This design comes from an exercise in tuning for small area on the open sky130 flow, not from production work.
The RTL was checked by simulation tests, not by an equivalence proof against the original design.
The flow treats the clock pin as an ideal source, which a real chip does not have.
No activity file was given, so power comes from the tool's default toggle rates.

## oak
## Finale
module Finale
	(	CLOCK_50,
		resetn,
		SW_colour,
		ps2_key_data,
		ps2_key_pressed,
		vga_x,
		vga_y,
		vga_colour,
		vga_plot,
		HEX0, HEX1, HEX2, HEX3, HEX4, HEX5
	);
	input			CLOCK_50;
	input			resetn;
	input	[2:0]	SW_colour;
	input	[7:0]	ps2_key_data;
	input			ps2_key_pressed;
	output	[7:0]	vga_x;
	output	[6:0]	vga_y;
	output	[2:0]	vga_colour;
	output			vga_plot;
	output [6:0]HEX0, HEX1, HEX2, HEX3, HEX4, HEX5;
	localparam [121:0] QINIT = 122'b11010010110001011000111101001010011101001000100011010010010101100010110110000001110011010110001001001110110001000101110011;
	localparam [4:0]
		S_START    = 5'd0,
		S_UNSTART  = 5'd1,
		S_PROGPOS  = 5'd2,
		S_PROGDRAW = 5'd3,
		S_CLEAR    = 5'd4,
		S_BOXPOS   = 5'd5,
		S_DRAW     = 5'd6,
		S_WAIT     = 5'd7,
		S_UNWAIT   = 5'd8,
		S_CHECK    = 5'd9,
		S_DONECHK  = 5'd10,
		S_GAMEOVER = 5'd11,
		S_TC1      = 5'd12,
		S_GREEN    = 5'd13,
		S_ANIM     = 5'd14,
		S_SEGPOS   = 5'd15,
		S_SEGDRAW  = 5'd16,
		S_STOP1    = 5'd17,
		S_KEYWAIT  = 5'd18,
		S_INCPOS   = 5'd19,
		S_TC2      = 5'd20,
		S_DRAWRED  = 5'd21,
		S_STOP     = 5'd22,
		S_RANDOM   = 5'd23,
		S_UNSTOP   = 5'd24,
		S_CLEARRED = 5'd25,
		S_SHIFT1   = 5'd26,
		S_SHIFT2   = 5'd27;
	reg [2:0] kc;
	reg gamemode;
	wire gm = gamemode;
	reg [2:0] kin;
	always @(*) begin
		case (ps2_key_data)
			8'h15: kin = 3'd0;
			8'h1d: kin = 3'd1;
			8'h24: kin = 3'd2;
			8'h2d: kin = 3'd3;
			8'h05: kin = 3'd4;
			8'h06: kin = 3'd5;
			8'h12: kin = 3'd6;
			default: kin = 3'd7;
  ...
Settings: LEC_CHECK=0, ABC_AREA=1, CAP_MARGIN=20, CORE_MARGIN=2, CORE_UTILIZATION=40, CTS_BUF_LIST=sky130_fd_sc_hd__clkbuf_8, CTS_CLUSTER_DIAMETER=100, CTS_CLUSTER_SIZE=30, SLEW_MARGIN=20; clock period 12.0 ns.
standard.sh (not shown) runs the stock make flow with config.mk's settings and CLKGATE_MAP_FILE= SYNTH_SCRIPT=/design/flow/synth_recipe.tcl, a recipe that flattens the netlist after the stock synthesis.
==> flow/flow/run.sh <==
#!/bin/bash
# Layout flow: the standard synthesis, then an area-oriented re-mapping of the
# combinational logic (registers kept as they are, by name and cell), a check that the
# re-mapped netlist is equivalent to the standard one, then the standard layout.
set -euo pipefail
W=$(pwd)
R=$W/orfs/results/$FLOW_PLATFORM/Finale/base
LIB=$FLOW_HOME/platforms/$FLOW_PLATFORM/lib/sky130_fd_sc_hd__tt_025C_1v80.lib
YOSYS=$(command -v yosys || echo $FLOW_HOME/../tools/install/yosys/bin/yosys)

bash standard.sh synth > $W/flow_synth.log 2>&1

cp $R/1_2_yosys.v $W/std_netlist.v
sed -e "s#@LIB@#$LIB#g" -e "s#@IN@#$W/std_netlist.v#g" -e "s#@OUT@#$W/resyn_netlist.v#g" \
    -e "s#@SCRIPT@#$W/flow/resyn.abc#g" $W/flow/resyn.ys > $W/resyn.ys
sed -e "s#@LIB@#$LIB#g" -e "s#@GOLD@#$W/std_netlist.v#g" -e "s#@GATE@#$W/resyn_netlist.v#g" \
    $W/flow/equiv.ys > $W/equiv.ys
if $YOSYS -s $W/resyn.ys > $W/flow_resyn.log 2>&1 && $YOSYS -s $W/equiv.ys > $W/flow_equiv.log 2>&1; then
    cp $W/resyn_netlist.v $R/1_2_yosys.v
    echo "using the re-mapped netlist" > $W/flow_choice.log
else
    echo "re-mapping failed or not proven equivalent: using the standard netlist" > $W/flow_choice.log
fi
rm -f $R/1_synth.odb $R/1_synth.sdc
touch $R/1_2_yosys.v $R/1_2_yosys.sdc

# clock tree options (without dummy loads), read from flow/cts_args.txt
CTS_ARGS=$(cat $W/flow/cts_args.txt)
export CTS_ARGS
BUFFER_PORTS_ARGS="-buffer_cell sky130_fd_sc_hd__buf_1" bash standard.sh finish > $W/flow_layout.log 2>&1
==> flow/flow/cts_args.txt <==
-repair_clock_nets -buf_list sky130_fd_sc_hd__clkbuf_8 -dont_use_dummy_load
==> flow/flow/resyn.abc <==
strash
&get -n
&st
&dch -f
&nf -R 1000
&put
mfs2 -W 6
strash
&get -n
&dch -f
&nf -R 1000
&put
mfs2 -W 6
strash
&get -n
&dch -f
&nf -R 1000
&put
Other scripts of this flow, unchanged in this note and not shown: flow/flow/equiv.ys, flow/flow/resyn.ys
The following lists how pine was set up differently from oak:
--- a/flow/flow/run.sh
+++ b/flow/flow/run.sh
@@ -28,3 +28,4 @@
 CTS_ARGS=$(cat $W/flow/cts_args.txt)
 export CTS_ARGS
+export PRE_CTS_TCL=$W/flow/pre_cts.tcl
 BUFFER_PORTS_ARGS="-buffer_cell sky130_fd_sc_hd__buf_1" bash standard.sh finish > $W/flow_layout.log 2>&1
==> flow/flow/cts_args.txt <==
-sink_clustering_enable -repair_clock_nets -sink_clustering_size 16 -sink_clustering_max_diameter 60 -buf_list sky130_fd_sc_hd__clkbuf_8 -dont_use_dummy_load
==> flow/flow/pre_cts.tcl (new file) <==
set_max_fanout 40 [current_design]
--- a/flow/flow/resyn.abc
+++ b/flow/flow/resyn.abc
@@ -1,9 +1,6 @@
 strash
 &get -n
-&st
-&dch -f
-&nf -R 1000
+&deepsyn -T 120
 &put
-mfs2 -W 6
 strash
 &get -n
### Flow results
Going from oak to pine, detailed route wirelength on metal3 has decreased, total power increased by 500 µW relative to the old numbers, maximum single-stage delay on the critical path saw an increase.
Compared with oak, pine shows a fraction of the core area covered by cells at the end of the flow that is 0.30 points lower.
Maximum clock rate: pine vs oak up 1.2%
pine: all stages complete, timing, DRC and antenna checks passed
diff inputs: pine => birch
- CORE_UTILIZATION: 40 -> 65
- CTS_CLUSTER_SIZE: 30 -> 16
- CTS_CLUSTER_DIAMETER: 100 -> 60
--- a/flow/flow/run.sh
+++ b/flow/flow/run.sh
@@ -28,4 +28,3 @@
 CTS_ARGS=$(cat $W/flow/cts_args.txt)
 export CTS_ARGS
-export PRE_CTS_TCL=$W/flow/pre_cts.tcl
 BUFFER_PORTS_ARGS="-buffer_cell sky130_fd_sc_hd__buf_1" bash standard.sh finish > $W/flow_layout.log 2>&1
--- a/flow/flow/resyn.abc
+++ b/flow/flow/resyn.abc
@@ -1,6 +1,9 @@
 strash
 &get -n
-&deepsyn -T 120
+&st
+&dch -f
+&nf -R 1000
 &put
+mfs2 -W 6
 strash
 &get -n
removed: flow/flow/pre_cts.tcl
--- outcome ---
Diff pine -> birch | total standard cell area after synthesis | increase of about 2.2%
Setup slack delta for birch relative to pine: 0.16 ns lower
Row global-route wire length before repair: birch higher / pine lower
In birch, the overall die area came out 36% below the value in pine.
Summary: with pine as the reference, via count of the routed design in birch moved up by a little under 10%.
diff inputs: birch => maple
- swapping 65 for 40 in CORE_UTILIZATION
- swapping 60 for 100 in CTS_CLUSTER_DIAMETER
- swapping 16 for 30 in CTS_CLUSTER_SIZE
==> flow/flow/cts_args.txt <==
-sink_clustering_enable -repair_clock_nets -sink_clustering_size 40 -sink_clustering_max_diameter 150 -buf_list sky130_fd_sc_hd__clkbuf_16 -dont_use_dummy_load
[summary]
Arrival time reported for the critical path endpoint down 0.10 ns in maple wrt birch
birch → maple: leakage dissipation shows an increase of 0.000093 µW; number of nets in the layout shows no meaningful change; post-detailed-routing wire length shows an increase of 7.7%.
Between birch and maple, the flow reports power increasing by more than 10%.
Cell area | maple vs birch | maple larger
NOTE cell count after placement birch->maple increased by a little under 10%
maple vs. birch: met3 track demand over resource in global routing moved down, worst-case clock buffer depth level.

-- afterwards: timing with drivers on the ports --
The flow's constraints put no driver on any port. The routed layouts listed below were extracted and timed again, unchanged, in two steps.
Step 1 assumes that a clkbuf_16 drives the clock port and a buf_2 every other input.
Step 2 moves the port delays by t, midway between the first and last clock arrival at a register: inputs arrive t later, outputs are due t later. That takes back most of the time a late clock gives input paths.
Three values: ideal ports, drivers, drivers and shift; two values: the first two.
| run | t (ns) | slack for setup (ns) | worst hold slack (ns) | worst slew at a driven data input, ns |
|---|---|---|---|---|
| oak | 0.489 | 4.452 / 4.409 / 4.898 | 0.440 / 0.440 / 0.440 | 0.04 |
| pine | 0.490 | 4.541 / 4.500 / 4.391 | 0.426 / 0.426 / 0.426 | 0.03 |
| birch | 0.495 | 4.377 / 4.337 / 4.832 | 0.466 / 0.466 / 0.466 | 0.05 |
| maple | 0.467 | 4.483 / 4.434 / 4.900 | 0.439 / 0.439 / 0.439 | 0.04 |
After both steps every run listed still meets setup and hold. The setup slack of pine, which loses most, moves by -0.041 ns with the drivers and by -0.150 ns with both steps.
